Background: an optimization exercise with open tools, aiming at small area. Do not read the settings as production practice.
Only simulation tests tie the RTL to the original design; equivalence was not proved.
In every run shown here, the design's own scripts or RTL, not TritonCTS, make the clock network.
The clock port is modelled as an ideal driver, which makes a skipped or thinned clock tree look cheaper than it is; a real chip needs a root buffer or a tree.
Power and IR drop assume default switching activity.

==> design/flow/design.v <==
module cpu (
  input  logic       CLOCK,
  input  logic       RESET,
  input  logic [7:0] read_bus,
  output logic [3:0] ctrl_bus,
  output logic [7:0] addr_bus,
  output logic [7:0] write_bus,
  output logic [7:0] OUT
);
  logic [3:0] st;
  logic       init_slot;
  logic [3:0] ph;    
  logic [7:0] a, l, ip, sp, t, opc, mar;
  logic       fc, fz, fs, fo, cy;
  logic is_cmp, is_arith, is_push, is_pop, is_jmp, is_jcc, is_jump, is_data, is_nop, is_hlt, is_nh;
  assign is_cmp   = (opc[7:6] == 2'b10);
  assign is_arith = (opc[7:6] == 2'b01) | is_cmp;
  assign is_push  = (opc[7:3] == 5'b11000);
  assign is_pop   = (opc[7:3] == 5'b11001);
  assign is_jmp   = (opc == 8'b11010000);
  assign is_jcc   = (opc[7:4] == 4'b1110);
  assign is_jump  = is_jmp | is_jcc;
  assign is_data  = ~(opc[7] & opc[6]) | is_push | is_pop;    
  assign is_nop   = (opc == 8'b11111110);
  assign is_nh    = ~is_data & ~is_jump;                       
  assign is_hlt   = is_nh & ~is_nop;
  logic [2:0] sm, dm;
  assign sm = is_pop ? 3'b101 : is_jump ? 3'b011 : opc[2:0];
  assign dm = is_push ? 3'b101 : is_pop ? opc[2:0] : opc[5:3];
  logic cb, taken;
  always_comb begin
    case (opc[3:1])
      3'b000:  cb = fo;
      3'b001:  cb = fc;
      3'b010:  cb = fz;
      3'b011:  cb = fc | fz;
      3'b100:  cb = fs;
      3'b101:  cb = ~opc[0];
      3'b110:  cb = fs ^ fo;
      default: cb = fz | (fs ^ fo);
    endcase
    taken = is_jmp | (cb ^ opc[0]);
  end
  logic a_bit, d_bit;
  logic [7:0] phs;   
  assign phs = {~ph[2] & ph[3], ~ph[1] & ph[2], ~ph[0] & ph[1], ph[3] & ph[0],
                ph[2] & ~ph[3], ph[1] & ~ph[2], ph[0] & ~ph[1], ~ph[3] & ~ph[0]};
  assign a_bit = |(a & phs);
  assign d_bit = |(read_bus & phs);
  logic xa, xsp, xip, xd, yt, yd, y1, neg, cin;
  logic ld_ip, ld_sp, ld_spl, ld_t, ld_l, clr_l, ld_f, ld_a, ld_opc, sh_mar, ld_mar, we, init;
  logic ph0, ph1, ph7;
  assign ph0 = phs[0];
  assign ph1 = phs[1];
  assign ph7 = phs[7];
  logic s_fa, s_fb, s_sa, s_sb, s_sc, s_da, s_db, s_cm;
  assign s_fa = ~st[3] & ~st[0];
  assign s_fb =  st[0] & ~st[1];
  assign s_sa =  st[1] & ~st[2];
  assign s_sb =  st[2] & ~st[3];
  assign s_sc =  st[3] &  st[0];
  assign s_da = ~st[0] &  st[1];
  assign s_db = ~st[1] &  st[2];
  assign s_cm = ~st[2] &  st[3];
  assign xip    = s_fa | (s_sa & sm[1]) | (s_sc & is_jump) | (s_da & dm[1]);
  assign xa     = (s_sa & ~sm[1] & ~sm[2]) | (s_sc & (sm == 3'b000)) | (s_da & ~dm[1] & ~dm[2])
                | (s_cm & (dm == 3'b000));
  assign xsp    = s_sb | (s_sa & ~sm[1] & sm[2]) | (s_sc & (sm == 3'b100)) | (s_da & ~dm[1] & dm[2])
                | (s_cm & (dm == 3'b100));
  assign xd     = (s_sc & ~is_jump & (sm[1:0] != 2'b00)) | (s_cm & (dm[1] ^ dm[0]));
  assign yt     = s_cm;
  assign yd     = s_sc & is_jump & taken;
  assign y1     = s_da & is_push;
  assign neg    = s_cm & is_cmp;
  assign cin    = s_fa | (s_sa & sm[1]) | s_sb | (s_da & dm[1]);
  assign ld_ip  = (s_fa & ~is_hlt) | (s_sa & sm[1] & ~is_nh) | (s_sc & is_jump)
                | (s_da & dm[1] & ~dm[0] & is_data);
  assign ld_sp  = (s_sb & is_pop) | (s_da & is_push);
  assign ld_spl = s_fa & is_data & (dm == 3'b100);
  assign ld_t   = s_sc;
  assign ld_l   = (s_sc & is_data & ~is_cmp) | (s_cm & is_arith & ~is_cmp);
  assign clr_l  = (s_sa & ~is_data) | init_slot;
  assign init   = init_slot;
  assign ld_f   = s_cm & is_arith;
  assign ld_a   = s_fa & is_data & (dm == 3'b000) & ph0;
  assign ld_opc = s_fb & ph1;
  assign sh_mar = s_fa | s_sa | s_da;
  assign ld_mar = ph1 & ((s_sb & (sm[1:0] == 2'b10)) | (s_db & (dm[1:0] == 2'b10)));
  assign we     = s_fa & ph0 & is_data & ((dm == 3'b101) | (dm[1:0] == 2'b10));
  logic xb, yb, seen, b, ci, sum, co;
  assign xb   = (xa & a_bit) | (xsp & sp[0]) | (xip & ip[0]) | (xd & d_bit);
  assign yb   = (yt & t[0]) | (yd & d_bit) | y1;
  assign seen = ~ph0 & fo;
  assign b    = yb ^ (neg & seen);
  assign ci   = ph0 ? cin : cy;
  assign sum  = xb ^ b ^ ci;
  assign co   = (xb & b) | (xb & ci) | (b & ci);
  always_ff @(posedge CLOCK) begin
    if (RESET) begin
      st <= 4'b1000;
      init_slot <= 1'b1;
      ph <= 4'd0;
      a  <= 8'd0;
      fc <= 1'b0; fz <= 1'b0; fs <= 1'b0; fo <= 1'b0;
      opc[7:6] <= 2'b00;
      opc[4:3] <= 2'b11;
    end else begin
      ph <= {ph[2:0], ~ph[3]};
      if (ph7) begin
        st <= {st[2:0], ~st[3]};
        init_slot <= 1'b0;
      end
      if (ld_a) a <= l;
      if (ld_f) begin
        fz <= (ph0 | fz) & ~sum;
        fo <= ph7 ? (~xb & ~(yb ^ neg) & sum) : (seen | yb);
        if (ph7) begin
          fs <= sum;
          fc <= co;
        end
      end
      if (ld_opc) begin
        opc[7:6] <= read_bus[7:6];
        opc[4:3] <= read_bus[4:3];
      end
    end
  end
  always_ff @(posedge CLOCK) begin
    cy <= co;
    l  <= {clr_l ? 1'b0 : ld_l ? sum : l[0], l[7:1]};
    ip <= {init | (ld_ip ? sum : ip[0]), ip[7:1]};
    sp <= {init ? ph7 : ld_sp ? sum : ld_spl ? l[0] : sp[0], sp[7:1]};
    t  <= {ld_t ? sum : t[0], t[7:1]};
    if (ld_opc) begin
      opc[5]   <= read_bus[5];
      opc[2:0] <= read_bus[2:0];
    end
    if (ld_mar) mar <= read_bus;
    else if (sh_mar) mar <= {sum, mar[7:1]};
  end
  assign addr_bus  = mar;
  assign write_bus = l;
  assign ctrl_bus  = {2'b00, we, 1'b0};
  assign OUT       = a;
endmodule
==> design/flow/flow/run.sh <==
#!/bin/bash
# The standard layout (standard.sh) with these changes:
#  - synthesis maps logic with the ABC script flow/abc_area.script (ABC_AREA is 1);
#    everything else in synthesis is the standard one, so the registers are the same;
#  - ports are buffered with sky130_fd_sc_hd__buf_1;
#  - in place of the clock tree, the clock port drives four clkbuf_8, each placed at the
#    centre of a quarter of the flip-flops and driving their clock pins (flow/clock_buffers.tcl).
# make's output goes to standard.log; each step's log is in orfs/logs/.
set -euo pipefail
rm -rf scripts_local
cp -r "$FLOW_HOME/scripts" scripts_local
cp flow/abc_area.script scripts_local/abc_area.script
export SCRIPTS_DIR="$(pwd)/scripts_local"
export BUFFER_PORTS_ARGS="-buffer_cell sky130_fd_sc_hd__buf_1"
export PRE_CTS_TCL="$(pwd)/flow/clock_buffers.tcl"
export CTS_ONE_BUF=sky130_fd_sc_hd__clkbuf_8
export CTS_NBUF=4
bash standard.sh > standard.log 2>&1
==> design/flow/flow/abc_area.script <==
strash
&get -n
&deepsyn -T 20
&st
&dch
&nf -R 1000
&put
strash
&get -n
&deepsyn -T 20
&st
&dch
&nf -R 1000
&put
==> design/flow/flow/clock_buffers.tcl <==
# Replaces clock_tree_synthesis: the clock port drives CTS_NBUF clock buffers,
# each placed at the centre of a group of nearby flip-flops and driving their
# clock pins.
rename clock_tree_synthesis __orig_clock_tree_synthesis
proc cluster_centre { its } {
  set sx 0
  set sy 0
  foreach it $its {
    set bb [[$it getInst] getBBox]
    set sx [expr {$sx + ([$bb xMin] + [$bb xMax]) / 2}]
    set sy [expr {$sy + ([$bb yMin] + [$bb yMax]) / 2}]
  }
  set n [llength $its]
  return [list [expr {$sx / $n}] [expr {$sy / $n}]]
}
proc sort_by { its axis } {
  set keyed {}
  foreach it $its {
    set bb [[$it getInst] getBBox]
    if { $axis == "x" } {
      lappend keyed [list [expr {[$bb xMin] + [$bb xMax]}] $it]
    } else {
      lappend keyed [list [expr {[$bb yMin] + [$bb yMax]}] $it]
    }
  }
  set out {}
  foreach k [lsort -integer -index 0 $keyed] { lappend out [lindex $k 1] }
  return $out
}
proc split_half { its axis } {
  set s [sort_by $its $axis]
  set h [expr {[llength $s] / 2}]
  return [list [lrange $s 0 [expr {$h - 1}]] [lrange $s $h end]]
}
proc clock_tree_synthesis { args } {
  set db [ord::get_db]
  set block [ord::get_db_block]
  set master [$db findMaster $::env(CTS_ONE_BUF)]
  set nbuf $::env(CTS_NBUF)
  set clk [$block findNet CLOCK]
  set sinks [$clk getITerms]
  puts "manual clock buffering: [llength $sinks] clock sinks, $nbuf x $::env(CTS_ONE_BUF)"
  set groups [list $sinks]
  if { $nbuf >= 2 } { set groups [split_half $sinks x] }
  if { $nbuf >= 4 } {
    set g {}
    foreach h $groups { foreach q [split_half $h y] { lappend g $q } }
    set groups $g
  }
  set i 0
  foreach grp $groups {
    set inst [odb::dbInst_create $block $master clkbuf_leaf_$i]
    set net [odb::dbNet_create $block clknet_leaf_$i]
    $net setSigType CLOCK
    foreach it $grp {
      $it disconnect
      $it connect $net
    }
    [$inst findITerm A] connect $clk
    [$inst findITerm X] connect $net
    lassign [cluster_centre $grp] x y
    $inst setLocation $x $y
    $inst setPlacementStatus PLACED
    puts "  clkbuf_leaf_$i: [llength $grp] sinks at $x $y"
    incr i
  }
  set_propagated_clock [all_clocks]
}
==> design/flow/standard.sh <==
#!/bin/bash
# synth_recipe.tcl (not shown) runs the flow's synth.tcl, then flattens the netlist and writes it again
# the make line also repeats each setting of config.mk as NAME=value (left out here)
make -C /OpenROAD-flow-scripts/flow DESIGN_CONFIG=/design/flow/config.mk WORK_HOME=/design/flow/orfs CLKGATE_MAP_FILE= SYNTH_SCRIPT=/design/flow/synth_recipe.tcl "${@:-finish}"
==> design/flow/config.mk <==
export PLATFORM = sky130hd
export DESIGN_NAME = cpu
export DESIGN_NICKNAME = cpu
export VERILOG_FILES = /design/flow/design.v
export SDC_FILE = /design/flow/constraint.sdc
export NUM_CORES = 4
export LEC_CHECK = 0
export ABC_AREA = 1
export CAP_MARGIN = 20
export CORE_MARGIN = 2
export CORE_UTILIZATION = 70
export SLEW_MARGIN = 20
==> design/flow/constraint.sdc <==
create_clock -name core_clock -period 5.0 [get_ports {CLOCK}]
set_input_delay 1.0000 -clock core_clock [delete_from_list [all_inputs] [get_ports {CLOCK}]]
set_output_delay 1.0000 -clock core_clock [all_outputs]
set_load 0.01 [all_outputs]
==> impl_metrics.yaml, run 1 <==
cells_and_area:
  multi_input_area_mm2: 0.001074
  seqCellArea_mm2: 0.001521
  fillCellCount: 251
  instances_no_fill: 354
  fin_nets: 324
  n_antenna_cell: 0
  drive_gt1_share_pct: 1.634
  area_delta_synth_final_pct: 8.481
  final_cell_mix: "dfxtp_1, buf_1, nor2_1"
  final_common_cell: "dfxtp_1"
sta:
  setup_ws_ps: 1094
  timing.final.crit_period_ps: 3906
  slew_violations: 0
  final.setup.tns_ps: 0
  setup_viol: 0
  clock.fmax_ghz: 0.2560
  tightest_slew_ps: 883.1
  hold_viol: 0
  rsz0062_at_grt: "false"
  finClkSkew_ps: 11.82
  finalCritPeriodShare_pct: 78.12
  timing.slew.headroom_pct: 41.12
status:
  status: "timing/DRC/antenna clean"
setup_path:
  start_kind: "flip-flop"
  critPathRequiredTime_ps: 5090
  end_kind: "flip-flop"
  cp.arrival_ps: 3990
  crit_fanout: 5
  crit_type: "reg -> reg"
floorplan:
  row_count: 22
  ios: 38
  coreArea_mm2: 0.003661
  dieWidth_um: 65.94
  design.die.area_mm2: 0.004347
  die_y_um: 65.94
  initial_core_util_pct: 73.34
run:
  maxCapViolations: 0
routing:
  vias: 2170
  ant_nets: 0
  drt_first_pass_iters: 4
  route.detailed.drc: 0
  wl_met2_um: 2870
  vias_per_cell: 6.130
  top_layer_used: "met4"
  wl_met3_um: 423
  wire_per_inst_um: 17.01
  met1_length_um: 2602
  drtIter0Drc: 173
  wirelength_um: 6023
synth:
  avgSynthCellArea_um2: 9.982
  synth_mux_area_share_pct: 1.258
  synth_top_family_by_area: "compound AO/OA/AOI/OAI gates"
  ys_seq_elements: 70
  syn-cell-area_mm2: 0.002685
  synth_cells: 269
  yosys.area.top_type: "dfxtp_1"
  synth_top_area_share_pct: 43.24
  ys_top_cells_by_area: "dfxtp_1, edfxtp_1, nor2_1"
  ys_types: 43
  yosysWarnings: 1
  synth_edf_count: 12
  synth-simple-area-share_pct: 15.75
  synth_fa_ha_area_share_pct: 3.075
  ys.flop_type: "dfxtp_1"
  async_flop_share_pct: 0
  synthXorXnorAreaFrac_pct: 0.9786
  synth_compound_area_share_pct: 18.50
  synth-seq-area-share_pct: 56.66
power_and_ir_drop:
  p_comb_share_pct: 4.9
  clkPwrFrac_pct: 24.6
  switchingPower_mw: 0.1651
  p_per_area_mw_per_mm2: 286.5
  ir_drop_mv: 0.2042
  p_leak_nw: 1.063
  intPower_mw: 0.6693
  sequentialPowerShare_pct: 70.5
  swShare_pct: 19.79
global_route:
  grt_usage_pct: 28.34
  grt_overflow: 0
  grt_max_degree: 21
  grt_pass1_wl_um: 9729
  antenna_found_initial: 0
  grt_pass1_vias: 2022
cts:
  clock_latency_ps: 160
  clk_pin_slew_ps: 110
  cts_hold_buf: 0
  cts-resized-gates: 0
  cts_setup_buffers: 0
placement:
  gp_congestion: 0.9375
  place_inst: 350
  place_ws_ps: 1072
  hpwl_um: 4469
  portBuffers: 34
min_path:
  hold_path_class: "reg -> reg"
[power groups by stage]
stage                     clock network (mW)  registers (mW)  logic, mW
final                                  0.206           0.588     0.0405
after global routing                   0.227           0.590     0.0439
after CTS                              0.206           0.588     0.0395
after detailed placement                   0           0.601     0.0393
after global placement                     0           0.601     0.0370
after floorplan                            0           0.600     0.0256
[critical path, stage by stage (launching register included)]
cell and delay (ps):
edfxtp_1 470, nor2_1 140, nand3_1 150, o21ai_0 420, clkinv_1 180, ha_1 250, a22oi_1 260, o32a_1 220
o22ai_1 100, a221o_1 330, fa_1 690, o21ai_0 150, o311a_1 300, nor3_1 160
[cell type report]
cell class / instances / area share, %
Tap cell: 48 / 2.062
Timing Repair Buffer: 35 / 4.639
Buffer: 4 / 1.890
Multi-Input combinational cell: 179 / 36.86
Sequential cell: 70 / 52.23
Inverter: 18 / 2.320
[metal layers]
layer,vias up,global-route usage [%]
met5,-,0
met4,0,6.888
met3,16,3.237
met2,99,47.73
met1,1020,39.25
li1,1035,-
[sequential cells by signal (all words and copies together) (netlist names)]
signal and cells:
a 8, ip 8, l 8, mar 8
opc 8, sp 8, t 8, ph 4
st 4, cy 1, fc 1, fo 1
fs 1, fz 1, init_slot 1
[Yosys cell counts (all sizes together), types with 2 or more instances]
| master | instances |
|---|---|
| nand2b | 3 |
| and3 | 2 |
| nor3 | 8 |
| o21ai | 14 |
| ha | 5 |
| nand2 | 23 |
| nand3 | 6 |
| o22ai | 7 |
| a31oi | 2 |
| edfxtp | 12 |
| mux2 | 3 |
| buf | 4 |
| nand3b | 2 |
| nor2b | 10 |
| a22oi | 5 |
| a211oi | 4 |
| a21oi | 15 |
| dfxtp | 58 |
| xnor2 | 3 |
| a32oi | 2 |
| a21o | 2 |
| a22o | 11 |
| clkinv | 18 |
| nor2 | 31 |
[worst paths after layout]
check,from,endpoint,slack (ps),depth (start not counted)
setup / recovery,opc[5],fo,1090,13
hold / removal,sp[1],sp[0],330,0
setup reg to reg,opc[5],fo,1090,13
hold reg to reg,sp[1],sp[0],330,0
[logic make-up (layout without fill, tap and decap cells)]
family	count (synthesis)	in the layout
xor+xnor	3	3
buf+inv	22	57
flops	70	70
compound gates	73	73
mux	3	3
other cells	1	3
simple gates	91	91
fa+ha+maj	6	6
[per-stage QoR]
stage	util [%]	cell area (um2)	hold slack [ps]	total power, mW
6_report	79.56	2913	333.8	0.8344
5_1_grt	79.56	2913	340.5	0.8608
4_1_cts	79.56	2913	335.9	0.8342
3_5_place_dp	78.06	2858	313.6	0.6405
3_3_place_gp	78.06	2858	310.7	0.6380
2_1_floorplan	-	2693	309.6	0.6254
==> run 2: changes to the inputs <==
--- a/design/flow/design.v
+++ b/design/flow/design.v
@@ -62,19 +62,23 @@
   assign s_da = ~st[0] &  st[1];
   assign s_db = ~st[1] &  st[2];
   assign s_cm = ~st[2] &  st[3];
-  assign xip    = s_fa | (s_sa & sm[1]) | (s_sc & is_jump) | (s_da & dm[1]);
-  assign xa     = (s_sa & ~sm[1] & ~sm[2]) | (s_sc & (sm == 3'b000)) | (s_da & ~dm[1] & ~dm[2])
-                | (s_cm & (dm == 3'b000));
-  assign xsp    = s_sb | (s_sa & ~sm[1] & sm[2]) | (s_sc & (sm == 3'b100)) | (s_da & ~dm[1] & dm[2])
-                | (s_cm & (dm == 3'b100));
-  assign xd     = (s_sc & ~is_jump & (sm[1:0] != 2'b00)) | (s_cm & (dm[1] ^ dm[0]));
+  logic dst_ph, adr_sl, val_sl;
+  logic [2:0] m;
+  assign dst_ph = s_da | s_db | s_cm;
+  assign m      = dst_ph ? dm : sm;
+  assign adr_sl = s_sa | s_da;
+  assign val_sl = s_sc | s_cm;
+  assign xip    = s_fa | (adr_sl & m[1]) | (s_sc & is_jump);
+  assign xa     = (adr_sl & ~m[1] & ~m[2]) | (val_sl & (m == 3'b000));
+  assign xsp    = s_sb | (adr_sl & ~m[1] & m[2]) | (val_sl & (m == 3'b100));
+  assign xd     = (s_sc & ~is_jump & (m[1:0] != 2'b00)) | (s_cm & (m[1] ^ m[0]));
   assign yt     = s_cm;
   assign yd     = s_sc & is_jump & taken;
   assign y1     = s_da & is_push;
   assign neg    = s_cm & is_cmp;
-  assign cin    = s_fa | (s_sa & sm[1]) | s_sb | (s_da & dm[1]);
-  assign ld_ip  = (s_fa & ~is_hlt) | (s_sa & sm[1] & ~is_nh) | (s_sc & is_jump)
-                | (s_da & dm[1] & ~dm[0] & is_data);
+  assign cin    = s_fa | (adr_sl & m[1]) | s_sb;
+  assign ld_ip  = (s_fa & ~is_hlt) | (s_sa & m[1] & ~is_nh) | (s_sc & is_jump)
+                | (s_da & m[1] & ~m[0] & is_data);
   assign ld_sp  = (s_sb & is_pop) | (s_da & is_push);
   assign ld_spl = s_fa & is_data & (dm == 3'b100);
   assign ld_t   = s_sc;
@@ -85,7 +89,7 @@
   assign ld_a   = s_fa & is_data & (dm == 3'b000) & ph0;
   assign ld_opc = s_fb & ph1;
   assign sh_mar = s_fa | s_sa | s_da;
-  assign ld_mar = ph1 & ((s_sb & (sm[1:0] == 2'b10)) | (s_db & (dm[1:0] == 2'b10)));
+  assign ld_mar = ph1 & (s_sb | s_db) & (m[1:0] == 2'b10);
   assign we     = s_fa & ph0 & is_data & ((dm == 3'b101) | (dm[1:0] == 2'b10));
   logic xb, yb, seen, b, ci, sum, co;
   assign xb   = (xa & a_bit) | (xsp & sp[0]) | (xip & ip[0]) | (xd & d_bit);
==> run 2 against run 1 <==
  * Sequential share of layout area decreased by 0.22 points
  * Largest power group unchanged
  * Core utilization decreased by 0.25 points
  * Critical path depth decreased by 3
  * Setup slack improved by 150 ps
  * Cell area increased by 0.43%
  * Maximum frequency increased by 4.0%
  * Die area increased by 0.70%
  * Global-route usage decreased by 1.4 points
  * Highest routed layer unchanged
  * Clock power about the same
  * Critical path type unchanged
==> impl_metrics.yaml, run 2 <==
status:
  status: "timing/DRC/antenna clean"
floorplan:
  ios: 38
  die_y_um: 66.17
  design.die.area_mm2: 0.004378
  coreArea_mm2: 0.003689
  row_count: 22
  initial_core_util_pct: 73.34
  dieWidth_um: 66.17
sta:
  timing.slew.headroom_pct: 42.83
  tightest_slew_ps: 851.0
  final.setup.tns_ps: 0
  setup_ws_ps: 1243
  rsz0062_at_grt: "false"
  setup_viol: 0
  hold_viol: 0
  clock.fmax_ghz: 0.2662
  slew_violations: 0
  finalCritPeriodShare_pct: 75.15
  finClkSkew_ps: 10.57
  timing.final.crit_period_ps: 3757
global_route:
  grt_overflow: 0
  grt_usage_pct: 26.91
  grt_pass1_vias: 1890
  grt_max_degree: 19
  grt_pass1_wl_um: 9149
  antenna_found_initial: 0
routing:
  drt_first_pass_iters: 5
  wl_met2_um: 2659
  vias_per_cell: 5.966
  wirelength_um: 5761
  top_layer_used: "met4"
  met1_length_um: 2539
  vias: 2106
  route.detailed.drc: 0
  ant_nets: 0
  wl_met3_um: 475
  wire_per_inst_um: 16.32
  drtIter0Drc: 207
cells_and_area:
  final_common_cell: "dfxtp_1"
  drive_gt1_share_pct: 1.311
  n_antenna_cell: 0
  final_cell_mix: "dfxtp_1, buf_1, nand2_1"
  postLayoutCoreUtil_pct: 79.31
  final_area_mm2: 0.002925
  fin_nets: 322
  area_delta_synth_final_pct: 8.141
power_and_ir_drop:
  swShare_pct: 19.47
  p_per_area_mw_per_mm2: 284.6
  switchingPower_mw: 0.1621
  intPower_mw: 0.6703
  p_comb_share_pct: 4.7
  clkPwrFrac_pct: 24.6
  sequentialPowerShare_pct: 70.7
  p_leak_nw: 1.083
  ir_drop_mv: 0.3173
synth:
  synth-seq-area-share_pct: 56.24
  yosys.area.top_type: "dfxtp_1"
  ys_top_cells_by_area: "dfxtp_1, edfxtp_1, a22o_1"
  ys_top_cells_by_count: "dfxtp_1, nand2_1, nor2_1"
  synth_top_area_share_pct: 42.92
  avgSynthCellArea_um2: 10.06
  ys_seq_elements: 70
  syn-cell-area_mm2: 0.002705
  yosysWarnings: 1
  synth_most_common_cell: "dfxtp_1"
  synth_edf_count: 12
  synth_cells: 269
  ys_types: 44
  async_flop_share_pct: 0
  ys.flop_type: "dfxtp_1"
setup_path:
  r2r_start: "opc[7]"
  crit_fanout: 7
  crit_type: "reg -> reg"
  start_kind: "flip-flop"
  end_kind: "flip-flop"
  reg2reg_slack_ps: 1240
  cp.arrival_ps: 3680
  cp-startpoint: "opc[7]"
  critPathRequiredTime_ps: 4920
placement:
  place_ws_ps: 1306
  hpwl_um: 4360
  placed_area_mm2: 0.002870
  portBuffers: 34
  gp_congestion: 0.9537
cts:
  clk_pin_slew_ps: 100
  cts_hold_buf: 0
  clock_latency_ps: 160
  cts_setup_buffers: 0
  cts-resized-gates: 0
min_path:
  hold_path_class: "reg -> reg"
  hp-start: "ip[2]"
run:
  maxCapViolations: 0
## run 2: changes by cell type in the layout (fill, tap and decap cells not counted), sizes merged, moves of 3 or more
cell    delta
a211oi     -3
a21oi      -3
a22oi      -3
a31oi      +4
clkinv     -5
nand2      +5
nand2b     +8
nor2       -6
xnor2      -3
## run 2: kinds of logic after synthesis
logic type | share of synthesized area, %
fa+ha+maj | 2.590
simple gates | 17.76
xor+xnor | 0.3238
other cells | 0.1386
buf+inv | 2.914
mux | 2.821
flops | 56.24
compound gates | 17.21
## run 2: per-layer routing
metal,up-vias,global-route usage (%)
li1,1038,-
met1,977,39.66
met2,82,44.13
met3,9,2.726
met4,0,3.827
met5,-,0
## run 2: final cells by class
class / instances / area, um2
Tap cell: 48 / 60.06
Multi-Input combinational cell: 184 / 1112
Inverter: 13 / 48.80
Timing Repair Buffer: 34 / 127.6
Fill cell: 251 / 763.2
Buffer: 4 / 55.05
Sequential cell: 70 / 1521
## run 2: worst max-delay path, stage by stage (launching register included)
cell	delay, ps
dfxtp_1	420
clkinv_1	140
or4_1	600
o21ai_0	420
o32ai_1	210
ha_1	240
o32a_1	340
o221ai_1	170
a21o_1	150
fa_1	510
mux2_1	330
## run 2: final timing paths
check            to  cells after the start
min reg2reg   ip[1]                      0
max          mar[7]                     10
min           ip[1]                      0
max reg2reg  mar[7]                     10
## run 2: power by group through the flow
stage	sequential (mW)	clock [mW]	combinational, mW
2_1_floorplan	0.600	0	0.0264
3_3_place_gp	0.602	0	0.0381
3_5_place_dp	0.602	0	0.0386
4_1_cts	0.589	0.205	0.0388
5_1_grt	0.590	0.224	0.0435
6_report	0.589	0.204	0.0392
## run 2: stage by stage
stage                     hold WS, ps  cells  total power, mW
final                           321.6    353           0.8324
after global routing            336.2    353           0.8581
after CTS                       327.0    353           0.8323
after detailed placement        313.2    349           0.6404
after global placement          310.0    349           0.6396
after floorplan                 309.6    271           0.6267
==> run 3: changes to the inputs <==
==> design/flow/flow/abc_area.script (replaced) <==
strash
&get -n
&deepsyn -J 300 -T 200
&st
&dch
&nf -R 1000
&put
strash
&get -n
&deepsyn -J 300 -T 200
&st
&dch
&nf -R 1000
&put
==> run 3 against run 2 <==
  * Maximum frequency did not move
  * Register-to-register slack barely moved
  * Core utilization did not move
  * Synthesized area did not move
  * Synthesized cell count did not move
  * Sequential share of layout area did not move
  * Combinational power barely moved
  * Worst hold slack did not move
  * Sequential cell count did not move
  * Still clean on timing, DRC and antenna
  * Critical endpoint unchanged
  * Wire length did not move
  * Critical path type unchanged
  * Via count did not move
==> impl_metrics.yaml, run 3 <==
routing:
  drtIter0Drc: 207
  vias_per_cell: 5.966
  drt_first_pass_iters: 5
  vias: 2106
  route.detailed.drc: 0
  wire_per_inst_um: 16.32
  ant_nets: 0
  wirelength_um: 5761
power_and_ir_drop:
  ir_drop_mv: 0.3173
  power.total_mw: 0.8324
  p_per_area_mw_per_mm2: 284.6
  sequentialPowerShare_pct: 70.7
  p_comb_share_pct: 4.7
  clkPwrFrac_pct: 24.6
  p_leak_nw: 1.083
  switchingPower_mw: 0.1621
  swShare_pct: 19.47
  intPower_mw: 0.6703
placement:
  place_inst: 349
  portBuffers: 34
  gp_congestion: 0.9537
  hpwl_um: 4360
floorplan:
  initial_core_util_pct: 73.34
  dieWidth_um: 66.17
  design.die.area_mm2: 0.004378
  coreArea_mm2: 0.003689
  ios: 38
  die_y_um: 66.17
  row_count: 22
synth:
  avgSynthCellArea_um2: 10.06
  yosysWarnings: 1
  synth-seq-area-share_pct: 56.24
  synth_top_area_share_pct: 42.92
  ys_seq_elements: 70
  yosys.area.top_type: "dfxtp_1"
  ys_top_cells_by_count: "dfxtp_1, nand2_1, nor2_1"
  ys_types: 44
  ys.flop_type: "dfxtp_1"
  ys_top_cells_by_area: "dfxtp_1, edfxtp_1, a22o_1"
  async_flop_share_pct: 0
  synth_edf_count: 12
  syn-cell-area_mm2: 0.002705
  synth_cells: 269
  synth_most_common_cell: "dfxtp_1"
setup_path:
  reg2reg_slack_ps: 1240
  crit_fanout: 7
  crit_path_end: "mar[7]"
  start_kind: "flip-flop"
  reg2reg_depth: 10
  worstReg2RegEnd: "mar[7]"
  end_kind: "flip-flop"
  cp.arrival_ps: 3680
  r2r_start: "opc[7]"
  cp-startpoint: "opc[7]"
  critPathRequiredTime_ps: 4920
  crit_type: "reg -> reg"
cts:
  clk_pin_slew_ps: 100
  cts_setup_buffers: 0
  cts-resized-gates: 0
  clock_latency_ps: 160
  cts_hold_buf: 0
global_route:
  antenna_found_initial: 0
  grt_max_degree: 19
  grt_pass1_vias: 1890
  grt_pass1_wl_um: 9149
  grt_usage_pct: 26.91
  grt_overflow: 0
cells_and_area:
  fin_nets: 322
  drive_gt1_share_pct: 1.311
  instances_no_fill: 353
  final_cell_mix: "dfxtp_1, buf_1, nand2_1"
  final_common_cell: "dfxtp_1"
  area_delta_synth_final_pct: 8.141
  n_antenna_cell: 0
sta:
  finClkSkew_ps: 10.57
  rsz0062_at_grt: "false"
  finalCritPeriodShare_pct: 75.15
  setup_viol: 0
  clock.fmax_ghz: 0.2662
  final.setup.tns_ps: 0
  tightest_slew_ps: 851.0
  slew_violations: 0
  hold_viol: 0
  timing.slew.headroom_pct: 42.83
  timing.final.crit_period_ps: 3757
min_path:
  hold_path_class: "reg -> reg"
run:
  maxCapViolations: 0
status:
  status: "timing/DRC/antenna clean"
run 3: layout make-up:
class,instances,area (um2)
Inverter,13,48.80
Fill cell,251,763.2
Timing Repair Buffer,34,127.6
Buffer,4,55.05
Tap cell,48,60.06
Multi-Input combinational cell,184,1112
Sequential cell,70,1521
run 3: power by group through the flow:
stage	Clock [mW]	Combinational (mW)	Sequential (mW)
after floorplan	0	0.0264	0.600
after global placement	0	0.0381	0.602
after detailed placement	0	0.0386	0.602
after CTS	0.205	0.0388	0.589
after global routing	0.224	0.0435	0.590
final	0.204	0.0392	0.589
run 3: cell families (layout without fill, tap and decap cells):
group	after synthesis	after routing	share of synthesized area, %
and+or+nand+nor	100	100	17.76
buffers and inverters	17	51	2.914
other	1	3	0.1386
AOI/OAI and AO/OA	68	68	17.21
xor gates and xnor gates	1	1	0.3238
muxes	7	7	2.821
adders and majority gates	5	5	2.590
DFF	70	70	56.24
run 3: how the worst min path moves through the flow:
stage,start,to,cells past startpoint,slack [ps]
5_1_grt,ip[2],ip[1],0,340
2_1_floorplan,ip[1],ip[0],0,310
4_1_cts,ip[2],ip[1],0,330
3_5_place_dp,sp[6],sp[5],0,310
3_3_place_gp,ip[2],ip[1],0,310
6_report,ip[2],ip[1],0,320
run 3: metrics by stage:
stage	setup slack, ps	hold slack (ps)	instance area [um2]	utilization (%)
final	1243	321.6	2925	79.31
after global routing	935.1	336.2	2925	79.31
after CTS	1284	327.0	2925	79.31
after detailed placement	1306	313.2	2870	77.82
after global placement	1355	310.0	2870	77.82
after floorplan	1645	309.6	2713	-
run 3: worst max-delay path: stages, from the launching register on:
cell	delay, ps
dfxtp_1	420
clkinv_1	140
or4_1	600
o21ai_0	420
o32ai_1	210
ha_1	240
o32a_1	340
o221ai_1	170
a21o_1	150
fa_1	510
mux2_1	330
run 3: routing by layer:
layer	track usage [%]	part of all wire [%]	up-vias
met5	0	0	-
met4	3.827	1.5	0
met3	2.726	8.2	9
met2	44.13	46	82
met1	39.66	44	977
li1	-	-	1038
==> run 4: changes to the inputs <==
==> design/flow/flow/run.sh (replaced) <==
#!/bin/bash
# The standard layout (standard.sh) with these changes:
#  - synthesis maps logic with the ABC script flow/abc_area.script (ABC_AREA is 1). Synthesis
#    runs once for each ABC random seed in SEEDS and the smallest netlist is kept; everything
#    else in synthesis is the standard one, so the registers are the same in every run;
#  - ports are buffered with sky130_fd_sc_hd__buf_1;
#  - in place of the clock tree, the clock port drives four clkbuf_8, each placed at the
#    centre of a quarter of the flip-flops and driving their clock pins (flow/clock_buffers.tcl).
# Logs: make's output in synth_seed*.log and standard.log; each seed's Yosys log in
# yosys_seed*.log; each step's log in orfs/logs/.
set -euo pipefail
W=$(pwd)
R=$W/orfs/results/sky130hd/cpu/base
REP=$W/orfs/reports/sky130hd/cpu/base
LOGD=$W/orfs/logs/sky130hd/cpu/base
SEEDS="0 1 2 3 4 5 6 7"
for S in $SEEDS; do
  rm -rf scripts_s$S
  cp -r "$FLOW_HOME/scripts" scripts_s$S
  sed "s/@SEED@/$S/g" flow/abc_area.script > scripts_s$S/abc_area.script
done
export BUFFER_PORTS_ARGS="-buffer_cell sky130_fd_sc_hd__buf_1"
export PRE_CTS_TCL="$W/flow/clock_buffers.tcl"
export CTS_ONE_BUF=sky130_fd_sc_hd__clkbuf_8
export CTS_NBUF=4

best_area=""
first=1
for S in $SEEDS; do
  if [ $first = 1 ]; then
    SCRIPTS_DIR=$W/scripts_s$S bash standard.sh synth > synth_seed$S.log 2>&1
    first=0
  else
    SCRIPTS_DIR=$W/scripts_s$S bash standard.sh do-yosys > synth_seed$S.log 2>&1
  fi
  cp $LOGD/1_2_yosys.log yosys_seed$S.log
  area=$(sed -n "s/.*Chip area for module '\\\\cpu': \([0-9.]*\).*/\1/p" $REP/synth_stat.txt | head -1)
  echo "seed $S: area $area" | tee -a synth_seeds.txt
  if [ -z "$best_area" ] || awk -v a="$area" -v b="$best_area" 'BEGIN { exit !(a < b) }'; then
    best_area=$area
    cp $R/1_2_yosys.v best_1_2_yosys.v
    cp $REP/synth_stat.txt best_synth_stat.txt
    echo "seed $S is the best so far" | tee -a synth_seeds.txt
  fi
done
cp best_1_2_yosys.v $R/1_2_yosys.v
cp best_synth_stat.txt $REP/synth_stat.txt
touch $R/1_2_yosys.v
SCRIPTS_DIR=$W/scripts_s0 bash standard.sh > standard.log 2>&1
==> design/flow/flow/abc_area.script (replaced) <==
strash
&get -n
&deepsyn -J 300 -T 200 -S @SEED@
&st
&dch
&nf -R 1000
&put
strash
&get -n
&deepsyn -J 300 -T 200 -S @SEED@
&st
&dch
&nf -R 1000
&put
==> run 4 against run 3 <==
  * Still clean on timing, DRC and antenna
  * Core utilization is 0.67 points lower
  * Worst hold slack better by 15 ps
  * Clock power barely moved
  * Wire length rose by 11%
  * Synthesized cell count fell by 2.6%
  * Sequential power hardly changed
  * Critical path depth increased by 1
  * Setup slack got worse by 83 ps
  * Critical endpoint is now l[7]
  * Largest cell class unchanged
  * Highest routed layer unchanged
==> impl_metrics.yaml, run 4 <==
synth:
  synth_top_area_share_pct: 43.67
  ys_seq_elements: 70
  ys.flop_type: "dfxtp_1"
  synth_cells: 262
  ys_types: 39
  ys_top_cells_by_area: "dfxtp_1, edfxtp_1, nor2_1"
  syn-cell-area_mm2: 0.002659
  synth-seq-area-share_pct: 57.22
  yosys.area.top_type: "dfxtp_1"
  synth_edf_count: 12
  synth_most_common_cell: "dfxtp_1"
  avgSynthCellArea_um2: 10.15
  ys_top_cells_by_count: "dfxtp_1, nor2_1, nand2_1"
  yosysWarnings: 1
  async_flop_share_pct: 0
min_path:
  hp-start: "sp[2]"
  hold_path_class: "reg -> reg"
  hold_depth: 0
  worstHoldEndpoint: "sp[1]"
setup_path:
  r2r_start: "st[0]"
  critPathRequiredTime_ps: 5040
  reg2reg_depth: 11
  reg2reg_slack_ps: 1160
  crit_fanout: 8
  crit_chain: "nor2b_1, nor3_1, o21ai_0, o22ai_1, clkinv_1, ha_1, a22o_1, a221o_1, fa_1, clkinv_1, a211oi_1"
  start_kind: "flip-flop"
  end_kind: "flip-flop"
  critPathMaxStageDelay_ps: 660
  crit_type: "reg -> reg"
  critPathSlowestCell: "fa_1"
  worstReg2RegEnd: "l[7]"
  path_common_cell: "clkinv_1"
  cp.arrival_ps: 3880
sta:
  rsz0062_at_grt: "false"
  final.setup.tns_ps: 0
  setup_ws_ps: 1160
  timing.slew.headroom_pct: 30.41
  finalCritPeriodShare_pct: 76.80
  slew_violations: 0
  finClkSkew_ps: 10.30
  timing.final.crit_period_ps: 3840
  hold_slack_ps: 336.2
  clock.fmax_ghz: 0.2604
  hold_viol: 0
  tightest_slew_ps: 1039
  setup_viol: 0
floorplan:
  row_count: 22
  ios: 38
  design.die.area_mm2: 0.004307
  dieWidth_um: 65.63
  initial_core_util_pct: 72.62
  die_y_um: 65.63
  coreArea_mm2: 0.003661
placement:
  hpwl_um: 4829
  place_ws_ps: 1210
  place_inst: 342
  placed_area_mm2: 0.002824
  portBuffers: 34
  gp_congestion: 0.9458
routing:
  ant_nets: 0
  vias_per_cell: 6.370
  route.detailed.drc: 0
  drt_first_pass_iters: 5
  drtIter0Drc: 229
  wirelength_um: 6406
  vias: 2204
  wire_per_inst_um: 18.51
power_and_ir_drop:
  p_per_area_mw_per_mm2: 293.6
  power.total_mw: 0.8452
  ir_drop_mv: 0.2418
  p_leak_nw: 1.065
cells_and_area:
  n_antenna_cell: 0
  fin_nets: 315
  drive_gt1_share_pct: 1.342
  final_cell_mix: "dfxtp_1, buf_1, nor2_1"
  fillCellCount: 245
  final_common_cell: "dfxtp_1"
  instances_no_fill: 346
  seqCellArea_mm2: 0.001521
  final_area_mm2: 0.002879
  area_delta_synth_final_pct: 8.282
  multi_input_area_mm2: 0.001066
  postLayoutCoreUtil_pct: 78.64
cts:
  cts_setup_buffers: 0
  clock_latency_ps: 160
  clk_pin_slew_ps: 100
  cts_hold_buf: 0
  cts-resized-gates: 0
global_route:
  grt_usage_pct: 31.45
  antenna_found_initial: 0
  grt_max_degree: 20
  grt_pass1_vias: 2112
  grt_pass1_wl_um: 10380
  grt_overflow: 0
run:
  maxCapViolations: 0
status:
  status: "timing/DRC/antenna clean"
==> run 4: changes by cell type after synthesis, sizes merged, moves of 2 or more <==
cell,before,now
nand2b,11,5
nand2,28,23
a21oi,12,15
nand3,6,3
nor2,25,28
a21o,2,0
and3,3,5
o21a,0,2
o21ai,13,15
o31ai,0,2
==> run 4: worst max-delay path by stage <==
stage | start | to | slack (ps) | depth (start not counted)
4_1_cts | opc[0] | l[7] | 1250 | 12
2_1_floorplan | read_bus[3] | fo | 1650 | 12
3_5_place_dp | read_bus[3] | l[7] | 1210 | 12
3_3_place_gp | read_bus[3] | l[7] | 1240 | 12
6_report | st[0] | l[7] | 1160 | 11
5_1_grt | st[1] | l[7] | 890 | 11
==> run 4: cell type report <==
cell class / instances / share of cell area [%]
inverter: 13 / 1.695
timing repair buffer: 34 / 4.433
tap: 48 / 2.086
sequential: 70 / 52.85
buffer: 4 / 1.912
multi-input combinational: 177 / 37.03
==> run 4: logic make-up after synthesis <==
kind of cell | after synthesis | synth area share [%]
compound gates | 75 | 19.11
xor+xnor | 1 | 0.3295
fa+ha+maj | 5 | 2.635
buf+inv | 17 | 2.965
flops | 70 | 57.22
mux | 6 | 2.494
other cells | 1 | 0.1410
simple gates | 87 | 15.11
==> run 4: where the power goes <==
group | switching [mW] | total, mW | leakage (nW) | internal [mW]
logic | 0.0330 | 0.0488 | 0.456 | 0.0158
registers | 0.00734 | 0.591 | 0.580 | 0.584
clock network | 0.131 | 0.205 | 0.0288 | 0.0743
total | 0.171 | 0.845 | 1.06 | 0.674
==> run 4: worst max-delay path: cells and delay by family (launching register included) <==
family,cells,cell delay [ps]
compound gates,5,1460
simple gates,2,510
flops,1,480
fa+ha+maj,2,900
buf+inv,2,360
==> run 4: per-layer routing <==
layer / vias up / GRT usage (%) / routed length, um
li1: 1017 / - / -
met2: 113 / 54.04 / 3161
met3: 25 / 3.596 / 378
met1: 1049 / 40.23 / 2634
met4: 0 / 13.02 / 230
met5: - / 0 / 0
==> run 5: changes to the inputs <==
--- a/design/flow/design.v
+++ b/design/flow/design.v
@@ -64,7 +64,7 @@
   assign s_cm = ~st[2] &  st[3];
   logic dst_ph, adr_sl, val_sl;
   logic [2:0] m;
-  assign dst_ph = s_da | s_db | s_cm;
+  assign dst_ph = s_fa | s_da | s_db | s_cm;    
   assign m      = dst_ph ? dm : sm;
   assign adr_sl = s_sa | s_da;
   assign val_sl = s_sc | s_cm;
@@ -80,17 +80,17 @@
   assign ld_ip  = (s_fa & ~is_hlt) | (s_sa & m[1] & ~is_nh) | (s_sc & is_jump)
                 | (s_da & m[1] & ~m[0] & is_data);
   assign ld_sp  = (s_sb & is_pop) | (s_da & is_push);
-  assign ld_spl = s_fa & is_data & (dm == 3'b100);
+  assign ld_spl = s_fa & is_data & (m == 3'b100);
   assign ld_t   = s_sc;
   assign ld_l   = (s_sc & is_data & ~is_cmp) | (s_cm & is_arith & ~is_cmp);
   assign clr_l  = (s_sa & ~is_data) | init_slot;
   assign init   = init_slot;
   assign ld_f   = s_cm & is_arith;
-  assign ld_a   = s_fa & is_data & (dm == 3'b000) & ph0;
+  assign ld_a   = s_fa & is_data & (m == 3'b000) & ph0;
   assign ld_opc = s_fb & ph1;
   assign sh_mar = s_fa | s_sa | s_da;
   assign ld_mar = ph1 & (s_sb | s_db) & (m[1:0] == 2'b10);
-  assign we     = s_fa & ph0 & is_data & ((dm == 3'b101) | (dm[1:0] == 2'b10));
+  assign we     = s_fa & ph0 & is_data & ((m == 3'b101) | (m[1:0] == 2'b10));
   logic xb, yb, seen, b, ci, sum, co;
   assign xb   = (xa & a_bit) | (xsp & sp[0]) | (xip & ip[0]) | (xd & d_bit);
   assign yb   = (yt & t[0]) | (yd & d_bit) | y1;
==> run 5 against run 4 <==
  * Combinational power decreased by 29%
  * Wire length down 5.4%
  * Setup slack worse by 120 ps
  * Power fell by 1.6%
  * Global-route usage is 2.3 points lower
  * Sequential share of layout area increased by 0.092 points
  * First-iteration DRC count fell by 13%
  * Maximum frequency down 2.9%
  * Worst hold slack worse by 20 ps
  * Critical path type unchanged
  * Critical endpoint is now fo
  * Largest cell class unchanged
  * Highest routed layer unchanged
==> impl_metrics.yaml, run 5 <==
status:
  status: "timing/DRC/antenna clean"
cts:
  cts_hold_buf: 0
  cts-resized-gates: 0
  clk_pin_slew_ps: 110
  cts_setup_buffers: 0
  clock_latency_ps: 170
synth:
  synthXorXnorAreaFrac_pct: 1.324
  ys.flop_type: "dfxtp_1"
  async_flop_share_pct: 0
  synth-simple-area-share_pct: 14.89
  synth_mux_area_share_pct: 2.506
  synth-seq-area-share_pct: 57.49
  synth_top_family_by_area: "compound AO/OA/AOI/OAI gates"
  synth_compound_area_share_pct: 16.83
  synth_top_area_share_pct: 43.88
  synth_cells: 253
  ys_top_cells_by_area: "dfxtp_1, edfxtp_1, a22o_1"
  ys_seq_elements: 70
  avgSynthCellArea_um2: 10.46
  synth_edf_count: 12
  yosysWarnings: 1
  yosys.area.top_type: "dfxtp_1"
  syn-cell-area_mm2: 0.002646
  synth_fa_ha_area_share_pct: 3.121
  ys_top_cells_by_count: "dfxtp_1, nor2_1, nand2_1"
  ys_types: 39
  synth_most_common_cell: "dfxtp_1"
placement:
  portBuffers: 34
  hpwl_um: 4470
  gp_congestion: 0.9685
global_route:
  grt_overflow: 0
  grt_usage_pct: 29.14
  antenna_found_initial: 0
  grt_pass1_wl_um: 9694
  grt_max_degree: 19
  grt_pass1_vias: 2011
power_and_ir_drop:
  intPower_mw: 0.6672
  switchingPower_mw: 0.1641
  sequentialPowerShare_pct: 70.8
  ir_drop_mv: 0.3318
  swShare_pct: 19.74
  p_comb_share_pct: 4.2
  clkPwrFrac_pct: 25.0
  p_per_area_mw_per_mm2: 289.3
  p_leak_nw: 1.048
sta:
  hold_viol: 0
  finClkSkew_ps: 16.80
  final.setup.tns_ps: 0
  hold_slack_ps: 316.7
  tightest_slew_ps: 756.0
  timing.final.crit_period_ps: 3956
  finalCritPeriodShare_pct: 79.12
  setup_viol: 0
  clock.fmax_ghz: 0.2528
  rsz0062_at_grt: "false"
  slew_violations: 0
  timing.slew.headroom_pct: 49.60
routing:
  route.detailed.drc: 0
  drt_first_pass_iters: 5
  vias: 2174
  ant_nets: 0
  drtIter0Drc: 200
  wire_per_inst_um: 17.92
  wirelength_um: 6057
  vias_per_cell: 6.432
min_path:
  hold_path_class: "reg -> reg"
  worstHoldEndpoint: "sp[0]"
  hold_depth: 0
  hp-start: "sp[1]"
cells_and_area:
  area_delta_synth_final_pct: 8.605
  final_common_cell: "dfxtp_1"
  fin_nets: 308
  final_cell_mix: "dfxtp_1, buf_1, nor2_1"
  drive_gt1_share_pct: 1.724
  n_antenna_cell: 0
setup_path:
  start_kind: "flip-flop"
  cp.arrival_ps: 4000
  crit_chain: "nor3_1, nand2_1, xnor2_1, nand3_1, o32ai_1, ha_1, o32ai_1, a32oi_1, o221ai_1, fa_1, nor2_1, a2111oi_0"
  crit_type: "reg -> reg"
  end_kind: "flip-flop"
  reg2reg_depth: 12
  crit_fanout: 7
  critPathRequiredTime_ps: 5040
  critPathSlowestCell: "fa_1"
  worstReg2RegEnd: "fo"
  critPathMaxStageDelay_ps: 730
  reg2reg_slack_ps: 1040
  path_common_cell: "o32ai_1"
  r2r_start: "opc[5]"
floorplan:
  initial_core_util_pct: 72.28
  die_y_um: 65.49
  ios: 38
  row_count: 22
  design.die.area_mm2: 0.004288
  dieWidth_um: 65.49
  coreArea_mm2: 0.003661
run:
  maxCapViolations: 0
==> run 5: cell types whose count changed in the layout (fill, tap and decap cells not counted), moves of 3 or more <==
cell,change
a32oi_1,+4
a22oi_1,+5
nand3_1,+3
nor2b_1,-3
xnor2_1,+3
and3_1,-3
nor2_1,-5
a21oi_1,-8
o21ai_0,-7
clkinv_1,+5
==> run 5: how the worst max path moves through the flow <==
stage,cells after the start,endpoint,start
floorplan,12,fo,opc[5]
global placement,12,fo,opc[5]
detailed placement,12,fo,opc[5]
CTS,12,fo,opc[5]
global route,12,fo,opc[5]
finish,12,fo,opc[5]
==> run 5: metrics by stage <==
| stage | setup slack, ps | power, mW | utilization [%] | area [um2] | cells |
|---|---|---|---|---|---|
| 4_1_cts | 1126 | 0.8300 | 78.50 | 2874 | 338 |
| 5_1_grt | 599.6 | 0.8583 | 78.50 | 2874 | 338 |
| 3_3_place_gp | 1341 | 0.6336 | 77.00 | 2819 | 334 |
| 3_5_place_dp | 1163 | 0.6348 | 77.00 | 2819 | 334 |
| 6_report | 1044 | 0.8314 | 78.50 | 2874 | 338 |
| 2_1_floorplan | 1696 | 0.6212 | - | 2654 | 255 |
==> run 5: power by group through the flow <==
stage	sequential [mW]	clock, mW	combinational (mW)
CTS	0.589	0.208	0.0338
global placement	0.601	0	0.0328
global route	0.590	0.231	0.0378
finish	0.589	0.208	0.0346
floorplan	0.600	0	0.0215
detailed placement	0.601	0	0.0334
==> run 5: cell type report <==
type                       count  area, um2
sequential                    70       1521
tap                           48      60.06
buffer                         4      55.05
inverter                      18      67.56
fill                         232      787.0
multi-input combinational    163       1035
timing repair buffer          35      135.1
==> run 5: critical path: cells and delay by family, from the launching register on <==
kind | cells | cell delay [ps]
xor+xnor | 1 | 300
compound gates | 5 | 1200
simple gates | 4 | 840
fa+ha+maj | 2 | 1030
flops | 1 | 470
==> run 5: routing by layer <==
layer | GRT usage, % | vias up | wire [um]
met5 | 0 | - | 0
met1 | 38.57 | 998 | 2356
met2 | 50.13 | 157 | 2878
li1 | - | 990 | -
met3 | 2.226 | 29 | 557
met4 | 10.94 | 0 | 264
==> run 5: kinds of logic (layout without fill, tap and decap cells) <==
family | after synthesis | after routing
fa+ha+maj | 6 | 6
xor+xnor | 4 | 4
flops | 70 | 70
mux | 6 | 6
other cells | 1 | 3
buf+inv | 22 | 57
compound gates | 62 | 62
simple gates | 82 | 82
==> run 6: changes to the inputs <==
--- a/design/flow/flow/run.sh
+++ b/design/flow/flow/run.sh
@@ -1,5 +1,7 @@
 #!/bin/bash
 # The standard layout (standard.sh) with these changes:
+#  - synthesis skips the extraction of full and half adders (ADDER_MAP_FILE is empty), so that
+#    ABC maps all of the logic;
 #  - synthesis maps logic with the ABC script flow/abc_area.script (ABC_AREA is 1). Synthesis
 #    runs once for each ABC random seed in SEEDS and the smallest netlist is kept; everything
 #    else in synthesis is the standard one, so the registers are the same in every run;
@@ -19,6 +21,7 @@
   cp -r "$FLOW_HOME/scripts" scripts_s$S
   sed "s/@SEED@/$S/g" flow/abc_area.script > scripts_s$S/abc_area.script
 done
+export ADDER_MAP_FILE=
 export BUFFER_PORTS_ARGS="-buffer_cell sky130_fd_sc_hd__buf_1"
 export PRE_CTS_TCL="$W/flow/clock_buffers.tcl"
 export CTS_ONE_BUF=sky130_fd_sc_hd__clkbuf_8
==> run 6 against run 5 <==
  * Still clean on timing, DRC and antenna
  * Wire length decreased by 5.4%
  * Cell count increased by 0.59%
  * Core utilization decreased by 0.74 points
  * Die area decreased by 2.5%
  * Critical path type is now reg -> out
  * Highest routed layer unchanged
==> impl_metrics.yaml, run 6 <==
floorplan:
  ios: 38
  initial_core_util_pct: 71.44
  design.die.area_mm2: 0.004182
  die_y_um: 64.67
  coreArea_mm2: 0.003606
  row_count: 22
  dieWidth_um: 64.67
cts:
  cts_setup_buffers: 0
  cts_hold_buf: 0
  cts-resized-gates: 0
  clock_latency_ps: 160
  clk_pin_slew_ps: 100
global_route:
  grt_pass1_wl_um: 9370
  grt_overflow: 0
  antenna_found_initial: 0
  grt_pass1_vias: 1997
  grt_usage_pct: 28.40
  grt_max_degree: 19
setup_path:
  crit_fanout: 9
  reg2reg_slack_ps: 1290
  critPathRequiredTime_ps: 4000
  cp.arrival_ps: 2960
  start_kind: "flip-flop"
  end_kind: "primary output"
  crit_type: "reg -> out"
synth:
  synth_edf_count: 12
  yosys.area.top_type: "dfxtp_1"
  ys_types: 40
  yosysWarnings: 1
  ys_top_cells_by_area: "dfxtp_1, edfxtp_1, a22o_1"
  async_flop_share_pct: 0
  synth_fa_ha_area_share_pct: 0
  synth_top_family_by_area: "compound AO/OA/AOI/OAI gates"
  synth_most_common_cell: "dfxtp_1"
  synth_mux_area_share_pct: 0.8742
  ys_top_cells_by_count: "dfxtp_1, nor2_1, nand2_1"
  synth-seq-area-share_pct: 59.06
  synth_cells: 255
  synth_top_area_share_pct: 45.07
  syn-cell-area_mm2: 0.002576
  synthXorXnorAreaFrac_pct: 1.700
  synth_compound_area_share_pct: 19.52
  synth-simple-area-share_pct: 15.49
  ys.flop_type: "dfxtp_1"
  avgSynthCellArea_um2: 10.10
  ys_seq_elements: 70
routing:
  top_layer_used: "met4"
  wl_met3_um: 412
  ant_nets: 0
  wl_met2_um: 2801
  route.detailed.drc: 0
  drt_first_pass_iters: 5
  vias_per_cell: 6.238
  wirelength_um: 5729
  wire_per_inst_um: 16.85
  vias: 2121
  drtIter0Drc: 181
  met1_length_um: 2389
sta:
  hold_viol: 0
  final.setup.tns_ps: 0
  setup_viol: 0
  clock.fmax_ghz: 0.2527
  timing.slew.headroom_pct: 51.74
  finalCritPeriodShare_pct: 79.16
  timing.final.crit_period_ps: 3958
  finClkSkew_ps: 10.70
  slew_violations: 0
  tightest_slew_ps: 723.9
  rsz0062_at_grt: "false"
cells_and_area:
  instances_no_fill: 340
  final_common_cell: "dfxtp_1"
  final_area_mm2: 0.002804
  drive_gt1_share_pct: 1.712
  fin_nets: 304
  n_antenna_cell: 0
  area_delta_synth_final_pct: 8.839
  final_cell_mix: "dfxtp_1, buf_1, nor2_1"
run:
  maxCapViolations: 0
placement:
  placed_area_mm2: 0.002749
  place_inst: 336
  hpwl_um: 4222
  portBuffers: 34
  gp_congestion: 0.9145
power_and_ir_drop:
  p_leak_nw: 0.9989
  ir_drop_mv: 0.2918
  p_per_area_mw_per_mm2: 293.7
status:
  status: "timing/DRC/antenna clean"
min_path:
  hold_path_class: "reg -> reg"
run 6: final cells by class:
cell class / count / area (um2)
Sequential cell: 70 / 1521
Buffer: 4 / 55.05
Multi-Input combinational cell: 169 / 979.7
Fill cell: 258 / 802.0
Inverter: 14 / 52.55
Timing Repair Buffer: 35 / 135.1
Tap cell: 48 / 60.06
run 6: cells by family (layout without fill, tap and decap cells):
| logic type | Yosys count | after routing |
|---|---|---|
| DFF | 70 | 70 |
| buffers and inverters | 18 | 53 |
| other | 1 | 3 |
| and+or+nand+nor | 84 | 84 |
| AOI/OAI and AO/OA | 75 | 75 |
| muxes | 2 | 2 |
| xor gates and xnor gates | 5 | 5 |
run 6: report_power, final:
group,switching [mW],total [mW],internal [mW]
sequential,0.00607,0.586,0.580
clock,0.128,0.202,0.0742
combinational,0.0236,0.0351,0.0115
total,0.158,0.824,0.666
run 6: worst paths after layout:
| kind | start | end | cells past startpoint |
|---|---|---|---|
| worst max register to register | opc[3] | sp[7] | 13 |
| worst min-delay path | t[1] | t[0] | 0 |
| worst max-delay path | opc[3] | ctrl_bus[1] | 9 |
| worst min register to register | t[1] | t[0] | 0 |
run 6: worst max-delay path, cell delays in order (launching register included):
cell       delay [ps]
dfxtp_1           530
nand2b_1          160
nand3b_1          100
o31ai_1           260
and2_0            270
nor2_1             70
o21ai_0           540
nor2_1            170
a2111oi_0         510
buf_1             200
run 6: metal layers:
layer | up-vias | GRT usage [%]
met1 | 1007 | 37.89
met4 | 0 | 7.979
met5 | - | 0
li1 | 992 | -
met3 | 13 | 2.951
met2 | 109 | 49.48
run 6: metrics by stage:
stage,power (mW),setup slack [ps],util (%),hold WS [ps]
after global placement,0.6326,1291,76.23,310.7
after floorplan,0.6211,1628,-,309.6
after global routing,0.8523,810.0,77.76,339.3
after detailed placement,0.6336,1143,76.23,313.6
final,0.8235,1042,77.76,322.9
after CTS,0.8250,1064,77.76,327.7
==> run 7: changes to the inputs <==
--- a/design/flow/flow/run.sh
+++ b/design/flow/flow/run.sh
@@ -15,7 +15,7 @@
 R=$W/orfs/results/sky130hd/cpu/base
 REP=$W/orfs/reports/sky130hd/cpu/base
 LOGD=$W/orfs/logs/sky130hd/cpu/base
-SEEDS="0 1 2 3 4 5 6 7"
+SEEDS="3"
 for S in $SEEDS; do
   rm -rf scripts_s$S
   cp -r "$FLOW_HOME/scripts" scripts_s$S
@@ -24,7 +24,7 @@
 export ADDER_MAP_FILE=
 export BUFFER_PORTS_ARGS="-buffer_cell sky130_fd_sc_hd__buf_1"
 export PRE_CTS_TCL="$W/flow/clock_buffers.tcl"
-export CTS_ONE_BUF=sky130_fd_sc_hd__clkbuf_8
+export CTS_ONE_BUF=sky130_fd_sc_hd__buf_6
 export CTS_NBUF=4
 
 best_area=""
@@ -49,4 +49,4 @@
 cp best_1_2_yosys.v $R/1_2_yosys.v
 cp best_synth_stat.txt $REP/synth_stat.txt
 touch $R/1_2_yosys.v
-SCRIPTS_DIR=$W/scripts_s0 bash standard.sh > standard.log 2>&1
+SCRIPTS_DIR=$W/scripts_s${SEEDS%% *} bash standard.sh > standard.log 2>&1
==> run 7 against run 6 <==
  * Synthesized cell count stayed put
  * Register-to-register slack better by 40 ps
  * Wire length is 2.6% lower
  * Global-route usage is 0.67 points lower
  * First-iteration DRC count is 27% higher
  * Worst hold slack better by 1.2 ps
  * Die area stayed put
  * Sequential share of layout area is 0.19 points higher
  * Critical path depth stayed put
  * Sequential cell count stayed put
  * Setup slack better by 49 ps
  * Clock skew is 0.54 ps higher
==> impl_metrics.yaml, run 7 <==
cts:
  cts-resized-gates: 0
  cts_setup_buffers: 0
  cts_hold_buf: 0
  clk_pin_slew_ps: 110
  clock_latency_ps: 140
placement:
  place_ws_ps: 1143
  portBuffers: 34
  hpwl_um: 4222
  placed_area_mm2: 0.002749
  gp_congestion: 0.9145
cells_and_area:
  final_cell_mix: "dfxtp_1, buf_1, nor2_1"
  n_antenna_cell: 0
  fin_nets: 304
  area_delta_synth_final_pct: 8.451
  drive_gt1_share_pct: 1.712
  final_area_mm2: 0.002794
  fillCellCount: 259
  postLayoutCoreUtil_pct: 77.48
  final_common_cell: "dfxtp_1"
routing:
  vias: 2076
  drtIter0Drc: 230
  wirelength_um: 5581
  ant_nets: 0
  vias_per_cell: 6.106
  wire_per_inst_um: 16.41
  route.detailed.drc: 0
  drt_first_pass_iters: 5
setup_path:
  crit_chain: "nand2b_1, nand3b_1, o31ai_1, and2_0, nor2_1, o21ai_0, nor2_1, a2111oi_0, buf_1"
  crit_type: "reg -> out"
  crit_fanout: 9
  reg2reg_slack_ps: 1330
  r2r_start: "opc[3]"
  critPathSlowestCell: "dfxtp_1"
  end_kind: "primary output"
  critPathRequiredTime_ps: 4000
  cp.arrival_ps: 2910
  reg2reg_depth: 13
  crit_buf_inv: 1
  start_kind: "flip-flop"
  path_delay_family: "compound AO/OA/AOI/OAI gates"
  path_common_cell: "nor2_1"
  worstReg2RegEnd: "sp[7]"
  critPathMaxStageDelay_ps: 530
global_route:
  grt_overflow: 0
  grt_max_degree: 19
  grt_pass1_wl_um: 9183
  grt_pass1_vias: 1957
  antenna_found_initial: 0
  grt_usage_pct: 27.73
sta:
  rsz0062_at_grt: "false"
  tightest_slew_ps: 682.8
  timing.final.crit_period_ps: 3909
  finalCritPeriodShare_pct: 78.18
  clock.fmax_ghz: 0.2558
  finClkSkew_ps: 11.24
  hold_viol: 0
  slew_violations: 0
  setup_ws_ps: 1091
  final.setup.tns_ps: 0
  timing.slew.headroom_pct: 53.90
  setup_viol: 0
floorplan:
  dieWidth_um: 64.67
  initial_core_util_pct: 71.44
  die_y_um: 64.67
  design.die.area_mm2: 0.004182
  coreArea_mm2: 0.003606
  row_count: 22
  ios: 38
power_and_ir_drop:
  ir_drop_mv: 0.2670
  p_per_area_mw_per_mm2: 291.4
  p_leak_nw: 0.9944
  power.total_mw: 0.8141
synth:
  ys_top_cells_by_count: "dfxtp_1, nor2_1, nand2_1"
  ys_top_cells_by_area: "dfxtp_1, edfxtp_1, a22o_1"
  ys_types: 40
  ys_seq_elements: 70
  yosys.area.top_type: "dfxtp_1"
  avgSynthCellArea_um2: 10.10
  synth_cells: 255
  synth_top_area_share_pct: 45.07
  synth_edf_count: 12
  yosysWarnings: 1
  async_flop_share_pct: 0
  synth-seq-area-share_pct: 59.06
  synth_most_common_cell: "dfxtp_1"
  ys.flop_type: "dfxtp_1"
  syn-cell-area_mm2: 0.002576
min_path:
  worstHoldEndpoint: "t[0]"
  hold_path_class: "reg -> reg"
  hp-start: "t[1]"
  hold_depth: 0
run:
  maxCapViolations: 0
status:
  status: "timing/DRC/antenna clean"
==> run 7: cell count changes in the layout (fill, tap and decap cells not counted) <==
| cell | delta |
|---|---|
| buf_6 | +4 |
| clkbuf_8 | -4 |
==> run 7: per-stage QoR <==
| stage | hold WS (ps) | instances |
|---|---|---|
| 2_1_floorplan | 309.6 | 257 |
| 3_3_place_gp | 310.7 | 336 |
| 3_5_place_dp | 313.6 | 336 |
| 4_1_cts | 329.8 | 340 |
| 5_1_grt | 337.7 | 340 |
| 6_report | 324.2 | 340 |
==> run 7: worst register-to-register path: stages, from the launching register on <==
cell,delay (ps)
dfxtp_1,530
nand2b_1,160
nand3b_1,90
o31ai_1,250
and2_0,270
nand3_1,120
o311ai_0,640
xnor2_1,150
o21ai_0,320
xor2_1,190
xnor2_1,450
nor2b_1,100
nor3_1,210
a21oi_1,70
==> run 7: kinds of logic (layout without fill, tap and decap cells) <==
kind of cell	after synthesis	after routing	share of synthesized area, %
multiplexers	2	2	0.8741
XOR/XNOR	5	5	1.700
other	1	3	0.1456
AO/OA/AOI/OAI	75	75	19.53
buffers and inverters	18	53	3.205
flip-flops	70	70	59.06
AND/OR/NAND/NOR	84	84	15.49
==> run 7: area by class of cell <==
cell class	instances	area [um2]	share of cell area [%]
inverter	14	52.55	1.881
sequential	70	1521	54.46
timing repair buffer	35	135.1	4.837
multi-input combinational	169	979.7	35.06
buffer	4	45.04	1.612
tap	48	60.06	2.150
==> run 7: worst max path at each step <==
stage	slack (ps)	cells after the start	from	end
global route	830	9	opc[3]	ctrl_bus[1]
finish	1090	9	opc[3]	ctrl_bus[1]
CTS	1080	9	opc[3]	ctrl_bus[1]
detailed placement	1140	12	read_bus[3]	fo
floorplan	1630	11	read_bus[3]	fo
global placement	1290	12	read_bus[3]	fo
==> run 7: metal layers <==
layer / routed length [um] / vias up / track usage [%]
li1: - / 991 / -
met1: 2371 / 977 / 37.47
met2: 2682 / 94 / 47.92
met3: 391 / 14 / 2.951
met4: 135 / 0 / 7.447
met5: 0 / - / 0
==> run 7: power breakdown <==
group / internal, mW / total, mW / switching, mW
sequential: 0.580 / 0.586 / 0.00606
combinational: 0.0115 / 0.0348 / 0.0233
clock: 0.0647 / 0.193 / 0.128

## afterwards: timing with drivers on the ports
The flow's constraints put no driver on any port. The routed layouts listed below were extracted and timed again, unchanged, in two steps. Step 1 assumes that a clkbuf_16 drives the clock port and a buf_2 every other input. Step 2 also shifts input and output timing later by t, the mid clock arrival at the registers, as if the neighbouring blocks saw the same clock. a / b / c = ideal ports / drivers / drivers and shift; a / b = the first two.
| run | shift t [ns] | setup slack, ns | latest minus earliest clock arrival (ns) | worst slew at a driven data input, ns | cell pins on the clock port's net |
|---|---|---|---|---|---|
| run 1 | 0.214 | 1.094 / 1.094 / 1.011 | 0.013 / 0.013 | 0.03 | 4 |
| run 2 | 0.211 | 1.243 / 1.243 / 1.243 | 0.010 / 0.011 | 0.04 | 4 |
| run 3 | 0.211 | 1.243 / 1.243 / 1.243 | 0.010 / 0.011 | 0.04 | 4 |
| run 4 | 0.211 | 1.160 / 1.160 / 1.107 | 0.011 / 0.011 | 0.04 | 4 |
| run 5 | 0.214 | 1.044 / 1.044 / 1.044 | 0.017 / 0.017 | 0.03 | 4 |
| run 6 | 0.209 | 1.042 / 0.988 / 1.098 | 0.011 / 0.011 | 0.03 | 4 |
| run 7 | 0.189 | 1.091 / 1.034 / 1.128 | 0.012 / 0.012 | 0.03 | 4 |
After both steps setup and hold are still met in every run listed. The setup slack of run 1, which loses most, moves by 0.000 ns with the drivers and by -0.083 ns with both steps.
